What follows belongs to an exercise in optimizing a design on an open flow for a short achievable clock period and few clock cycles; a production flow would make more cautious choices.
Function was checked by simulation only, so behaviour that the tests miss may differ from the original.
No activity file was given, so power comes from the tool's default toggle rates.

==> job 1668 <==
==> flow/design.v (excerpt) <==
module mips_top(clk, rst, imem_addr, imem_rdata, dmem_addr, dmem_we, dmem_wdata, dmem_rdata);
  input clk, rst;
  output [31:0] imem_addr;
  input [31:0] imem_rdata;
  output [31:0] dmem_addr;
  output dmem_we;
  output [31:0] dmem_wdata;
  input [31:0] dmem_rdata;
  wire [4:0] a1, a2, a3;
  wire we3;
  wire [31:0] wd3, rd1, rd2;
  mips_cpu cpu(clk, rst, imem_addr, imem_rdata, dmem_addr, dmem_rdata, dmem_we, dmem_wdata,
               a1, a2, a3, we3, wd3, rd1, rd2);
  register_file rf(clk, we3, a1, a2, a3, wd3, rd1, rd2);
endmodule
==> module alu, before the edit <==
module alu(srca, srcb, sub, sel_and, sel_or, sel_slt, aluresult);
  input [31:0] srca, srcb;
  input sub, sel_and, sel_or, sel_slt;
  output [31:0] aluresult;
  wire [31:0] sum = srca + srcb + {31'd0, sub};
  wire lt = (srca[31] == srcb[31]) ? srca[31] : sum[31];
  assign aluresult = sel_and ? (srca & srcb) :
                     sel_or  ? (srca | srcb) :
                     sel_slt ? {31'd0, lt} : sum;
endmodule
==> module hi_adjust, before the edit <==
module hi_adjust(hi, hi_inc, hi_dec);
  input  [13:0] hi;
  output [13:0] hi_inc, hi_dec;
  assign hi_inc = hi + 14'd1;
  assign hi_dec = hi - 14'd1;
endmodule
==> module branch_target, before the edit <==
module branch_target(pc, imm, hi_inc, hi_dec, tgt);
  input  [31:2] pc;
  input  [15:0] imm;
  input  [13:0] hi_inc, hi_dec;
  output [31:2] tgt;
  wire [16:0] lo = {1'b0, pc[17:2]} + {1'b0, imm} + 17'd1;
  wire up   = lo[16] & ~imm[15];
  wire down = ~lo[16] & imm[15];
  assign tgt = {up ? hi_inc : down ? hi_dec : pc[31:18], lo[15:0]};
endmodule
==> module mips_cpu, before the edit <==
module mips_cpu(clk, rst, instruction_memory_a, instruction_memory_rd, data_memory_a, data_memory_rd, data_memory_we, data_memory_wd,
                register_a1, register_a2, register_a3, register_we3, register_wd3, register_rd1, register_rd2);
  input clk, rst;
  output data_memory_we;
  output [31:0] instruction_memory_a, data_memory_a, data_memory_wd;
  input [31:0] instruction_memory_rd, data_memory_rd;
  output register_we3;
  output [4:0] register_a1, register_a2, register_a3;
  output [31:0] register_wd3;
  input [31:0] register_rd1, register_rd2;
  reg  [31:0] pc;
  wire [31:0] pc4 = pc + 32'd4;
  assign instruction_memory_a = pc;
  wire [31:0] ins_f = instruction_memory_rd;
  wire        static_f = (ins_f[31:26] == 6'b000100) && (ins_f[25:21] == ins_f[20:16]);
  wire [13:0] hi_inc, hi_dec;
  wire [31:2] tgt_f;
  hi_adjust hadj(pc[31:18], hi_inc, hi_dec);
  branch_target btf(pc[31:2], ins_f[15:0], hi_inc, hi_dec, tgt_f);
  reg         v_d;
  reg  [31:0] ir_d;
  reg  [31:0] pc4_d;
  wire [4:0]  rs = ir_d[25:21], rt = ir_d[20:16], rd = ir_d[15:11];
  wire is_r, is_addi, is_lw, is_sw, is_beq, sub_d, and_d, or_d, slt_d;
  control_unit cu(ir_d[31:26], ir_d[5:0], is_r, is_addi, is_lw, is_sw, is_beq, sub_d, and_d, or_d, slt_d);
  wire [31:0] imm_d = {{16{ir_d[15]}}, ir_d[15:0]};
  wire [31:0] tgt_d = pc4_d + {imm_d[29:0], 2'b00};
  wire [4:0]  dst_d = is_r ? rd : rt;
  wire        wr_d  = v_d & (is_r | is_addi | is_lw) & (dst_d != 5'd0);
  wire        beq_dyn    = v_d & is_beq & (rs != rt);
  wire        use_rs = is_r | is_addi | is_lw | is_sw | (is_beq & (rs != rt));
  wire        use_rt = is_r | is_sw | (is_beq & (rs != rt));
  reg  [31:0] a_e, b_e, sd_e, tgt_e;
  reg         wr_e, ld_e, st_e, br_e, mem_e;
  reg  [4:0]  rd_e;
  reg         sub_e, and_e, or_e, slt_e;
  reg  [31:0] res_m, addr_m, sd_m;
  reg         wr_m, ld_m, st_m;
  reg  [4:0]  rd_m;
  wire [31:0] alu_e;
  alu alu1(a_e, b_e, sub_e, and_e, or_e, slt_e, alu_e);
  wire taken_e = br_e & (a_e == b_e);
  wire [31:0] res_m_val = ld_m ? data_memory_rd : res_m;
  assign data_memory_a  = addr_m;
  assign data_memory_wd = sd_m;
  assign data_memory_we = st_m;
  assign register_we3 = wr_m;
  assign register_a3  = rd_m;
  assign register_wd3 = res_m_val;
  assign register_a1 = rs;
  assign register_a2 = rt;
  wire [31:0] rs_val = (wr_e && rd_e == rs) ? alu_e :
                       (wr_m && rd_m == rs) ? res_m_val : register_rd1;
  wire [31:0] rt_val = (wr_e && rd_e == rt) ? alu_e :
                       (wr_m && rd_m == rt) ? res_m_val : register_rd2;
  wire stall = ld_e & wr_e & v_d & ((use_rs & rd_e == rs) | (use_rt & rd_e == rt));
  always @(posedge clk) begin
    if (rst) begin
      pc <= 32'd0;
      v_d <= 1'b0;
      wr_e <= 1'b0; ld_e <= 1'b0; st_e <= 1'b0; br_e <= 1'b0; mem_e <= 1'b0;
      wr_m <= 1'b0; ld_m <= 1'b0; st_m <= 1'b0;
    end else begin
      if (taken_e) begin
        pc <= tgt_e;
        v_d <= 1'b0;
      end else if (stall) begin
        pc <= pc;
      end else if (static_f) begin
        pc <= {tgt_f, 2'b00};
        v_d <= 1'b1;
      end else begin
        pc <= pc4;
        v_d <= 1'b1;
      end
      if (taken_e || stall) begin
        wr_e <= 1'b0; ld_e <= 1'b0; st_e <= 1'b0; br_e <= 1'b0; mem_e <= 1'b0;
      end else begin
        wr_e <= wr_d;
        ld_e <= v_d & is_lw;
        st_e <= v_d & is_sw;
        br_e <= beq_dyn;
        mem_e <= v_d & (is_lw | is_sw);
      end
      wr_m <= wr_e;
      ld_m <= ld_e;
      st_m <= st_e;
    end
  end
  always @(posedge clk) begin
    if (!stall) begin
      ir_d  <= instruction_memory_rd;
      pc4_d <= pc4;
    end
    a_e   <= rs_val;
    b_e   <= ((is_addi | is_lw | is_sw) ? imm_d : rt_val) ^ {32{sub_d}};
    sd_e  <= rt_val;
    tgt_e <= tgt_d;
    rd_e  <= dst_d;
    sub_e <= sub_d;
    and_e <= and_d;
    or_e  <= or_d;
    slt_e <= slt_d;
    res_m <= alu_e;
    rd_m  <= rd_e;
    sd_m  <= sd_e;
    addr_m <= mem_e ? alu_e : 32'd0;
  end
endmodule
==> flow/config.mk <==
export PLATFORM = sky130hd
export DESIGN_NAME = mips_top
export DESIGN_NICKNAME = mips_top
export VERILOG_FILES = /design/flow/design.v
export SDC_FILE = /design/flow/constraint.sdc
export NUM_CORES = 4
export LEC_CHECK = 0
export ABC_CLOCK_PERIOD_IN_PS = 2500
export CAP_MARGIN = 20
export CORE_MARGIN = 2
export CORE_UTILIZATION = 40
export PLACE_DENSITY = 0.6
export SETUP_SLACK_MARGIN = 5
export SLEW_MARGIN = 20
export SYNTH_HIERARCHICAL = 1
==> flow/constraint.sdc <==
create_clock -name core_clock -period 10.5 [get_ports {clk}]
set_input_delay 2.1000 -clock core_clock [delete_from_list [all_inputs] [get_ports {clk}]]
set_output_delay 2.1000 -clock core_clock [all_outputs]
set_load 0.01 [all_outputs]
standard.sh (not shown) runs the stock make flow with config.mk's settings and CLKGATE_MAP_FILE= SYNTH_SCRIPT=/design/flow/synth_recipe.tcl, a recipe that flattens the netlist after the stock synthesis.
==> flow/flow/run.sh <==
#!/bin/bash
set -euo pipefail
MARGIN=$(cat flow/margin.txt)
bash standard.sh synth > synth_make.log 2>&1
bash standard.sh SETUP_SLACK_MARGIN=$MARGIN finish > layout_make.log 2>&1
==> flow/flow/margin.txt <==
7.4
==> job 9081 (differences from job 1668) <==
--- a/flow/design.v
+++ b/flow/design.v
@@ -3,6 +3,6 @@
   input sub, sel_and, sel_or, sel_slt;
   output [31:0] aluresult;
-  wire [31:0] sum = srca + srcb + {31'd0, sub};
-  wire lt = (srca[31] == srcb[31]) ? srca[31] : sum[31];
+  wire [31:0] sum = srca + (srcb ^ {32{sub}}) + {31'd0, sub};
+  wire lt = (srca[31] ^ srcb[31]) ? srca[31] : sum[31];
   assign aluresult = sel_and ? (srca & srcb) :
                      sel_or  ? (srca | srcb) :
@@ -22,20 +22,4 @@
   assign sel_or  = is_r && funct == 6'b100101;
   assign sel_slt = is_r && funct == 6'b101010;
-endmodule
-module hi_adjust(hi, hi_inc, hi_dec);
-  input  [13:0] hi;
-  output [13:0] hi_inc, hi_dec;
-  assign hi_inc = hi + 14'd1;
-  assign hi_dec = hi - 14'd1;
-endmodule
-module branch_target(pc, imm, hi_inc, hi_dec, tgt);
-  input  [31:2] pc;
-  input  [15:0] imm;
-  input  [13:0] hi_inc, hi_dec;
-  output [31:2] tgt;
-  wire [16:0] lo = {1'b0, pc[17:2]} + {1'b0, imm} + 17'd1;
-  wire up   = lo[16] & ~imm[15];
-  wire down = ~lo[16] & imm[15];
-  assign tgt = {up ? hi_inc : down ? hi_dec : pc[31:18], lo[15:0]};
 endmodule
 module register_file(clk, we3, a1, a2, a3, wd3, rd1, rd2);
@@ -64,10 +48,4 @@
   wire [31:0] pc4 = pc + 32'd4;
   assign instruction_memory_a = pc;
-  wire [31:0] ins_f = instruction_memory_rd;
-  wire        static_f = (ins_f[31:26] == 6'b000100) && (ins_f[25:21] == ins_f[20:16]);
-  wire [13:0] hi_inc, hi_dec;
-  wire [31:2] tgt_f;
-  hi_adjust hadj(pc[31:18], hi_inc, hi_dec);
-  branch_target btf(pc[31:2], ins_f[15:0], hi_inc, hi_dec, tgt_f);
   reg         v_d;
   reg  [31:0] ir_d;
@@ -80,4 +58,5 @@
   wire [4:0]  dst_d = is_r ? rd : rt;
   wire        wr_d  = v_d & (is_r | is_addi | is_lw) & (dst_d != 5'd0);
+  wire        beq_static = v_d & is_beq & (rs == rt);
   wire        beq_dyn    = v_d & is_beq & (rs != rt);
   wire        use_rs = is_r | is_addi | is_lw | is_sw | (is_beq & (rs != rt));
@@ -119,7 +98,7 @@
       end else if (stall) begin
         pc <= pc;
-      end else if (static_f) begin
-        pc <= {tgt_f, 2'b00};
-        v_d <= 1'b1;
+      end else if (beq_static) begin
+        pc <= tgt_d;
+        v_d <= 1'b0;
       end else begin
         pc <= pc4;
@@ -146,9 +125,9 @@
     end
     a_e   <= rs_val;
-    b_e   <= ((is_addi | is_lw | is_sw) ? imm_d : rt_val) ^ {32{sub_d}};
+    b_e   <= (is_addi | is_lw | is_sw) ? imm_d : rt_val;
     sd_e  <= rt_val;
     tgt_e <= tgt_d;
     rd_e  <= dst_d;
-    sub_e <= sub_d;
+    sub_e <= sub_d | is_beq;
     and_e <= and_d;
     or_e  <= or_d;
@@ -157,5 +136,5 @@
     rd_m  <= rd_e;
     sd_m  <= sd_e;
-    addr_m <= mem_e ? alu_e : 32'd0;
+    if (mem_e) addr_m <= alu_e;
   end
 endmodule
==> flow/run.sh (new file) <==
#!/bin/bash
# synth_recipe.tcl (not shown) runs the flow's synth.tcl, then flattens the netlist and writes it again
# the make line also repeats each setting of config.mk as NAME=value (left out here)
make -C /OpenROAD-flow-scripts/flow DESIGN_CONFIG=/design/flow/config.mk WORK_HOME=/design/flow/orfs CLKGATE_MAP_FILE= SYNTH_SCRIPT=/design/flow/synth_recipe.tcl finish
--- a/flow/config.mk
+++ b/flow/config.mk
@@ -13,3 +13,2 @@
 export SETUP_SLACK_MARGIN = 5
 export SLEW_MARGIN = 20
-export SYNTH_HIERARCHICAL = 1
removed: flow/flow/run.sh
removed: flow/flow/margin.txt
removed: flow/standard.sh
==> comparison <==
Job 9081 produced a clean layout. Job 1668 finished clean.
Of job 1668 and job 9081, job 1668 has the higher synthesized area (gap about 5%, measured against job 9081).
Against job 1668, the synthesized cell count of job 9081 is lower by 17%.
Clock power: job 9081 is larger than job 1668 (about 2%).
Between job 9081 and job 1668, the lower clock skew is in job 9081 (gap 0.0018 ns).
In job 1668 the die area is larger than in job 9081, by 4.8%.
Testbench counts of job 1668, summed over its fixed seeds: cycles 12,311.
Testbench counts of job 9081, summed over its fixed seeds: cycles 13,220.

-- re-timing with driven ports --
No port has a modelled driver above. Below, the same layouts with a new extraction and two added sets of constraints. Step 1 sets driving cells, clkbuf_16 on the clock port and buf_2 on the other inputs (assumed; they add their load-dependent delay and slew). Step 2, shift: input delay + t, output delay - t, t = (earliest + latest rising clock arrival at the registers) / 2. This alone moves slack from input paths to output paths. Slacks: ideal ports / drivers / drivers and shift; pairs: ideal ports / drivers.
run	shift t [ns]	slack for setup (ns)	worst setup path after step 2	worst register clock-pin slew, ns	cell pins on the clock port's net
job 1668	0.870	6.526 / 6.572 / 5.702	input to register	0.07 / 0.07	1
job 9081	0.865	6.107 / 6.107 / 5.980	input to register	0.07 / 0.07	1
After both steps setup and hold are still met in every run listed. For job 1668, which loses most, drivers alone change the setup slack by +0.046 ns; drivers and shift together by -0.824 ns.
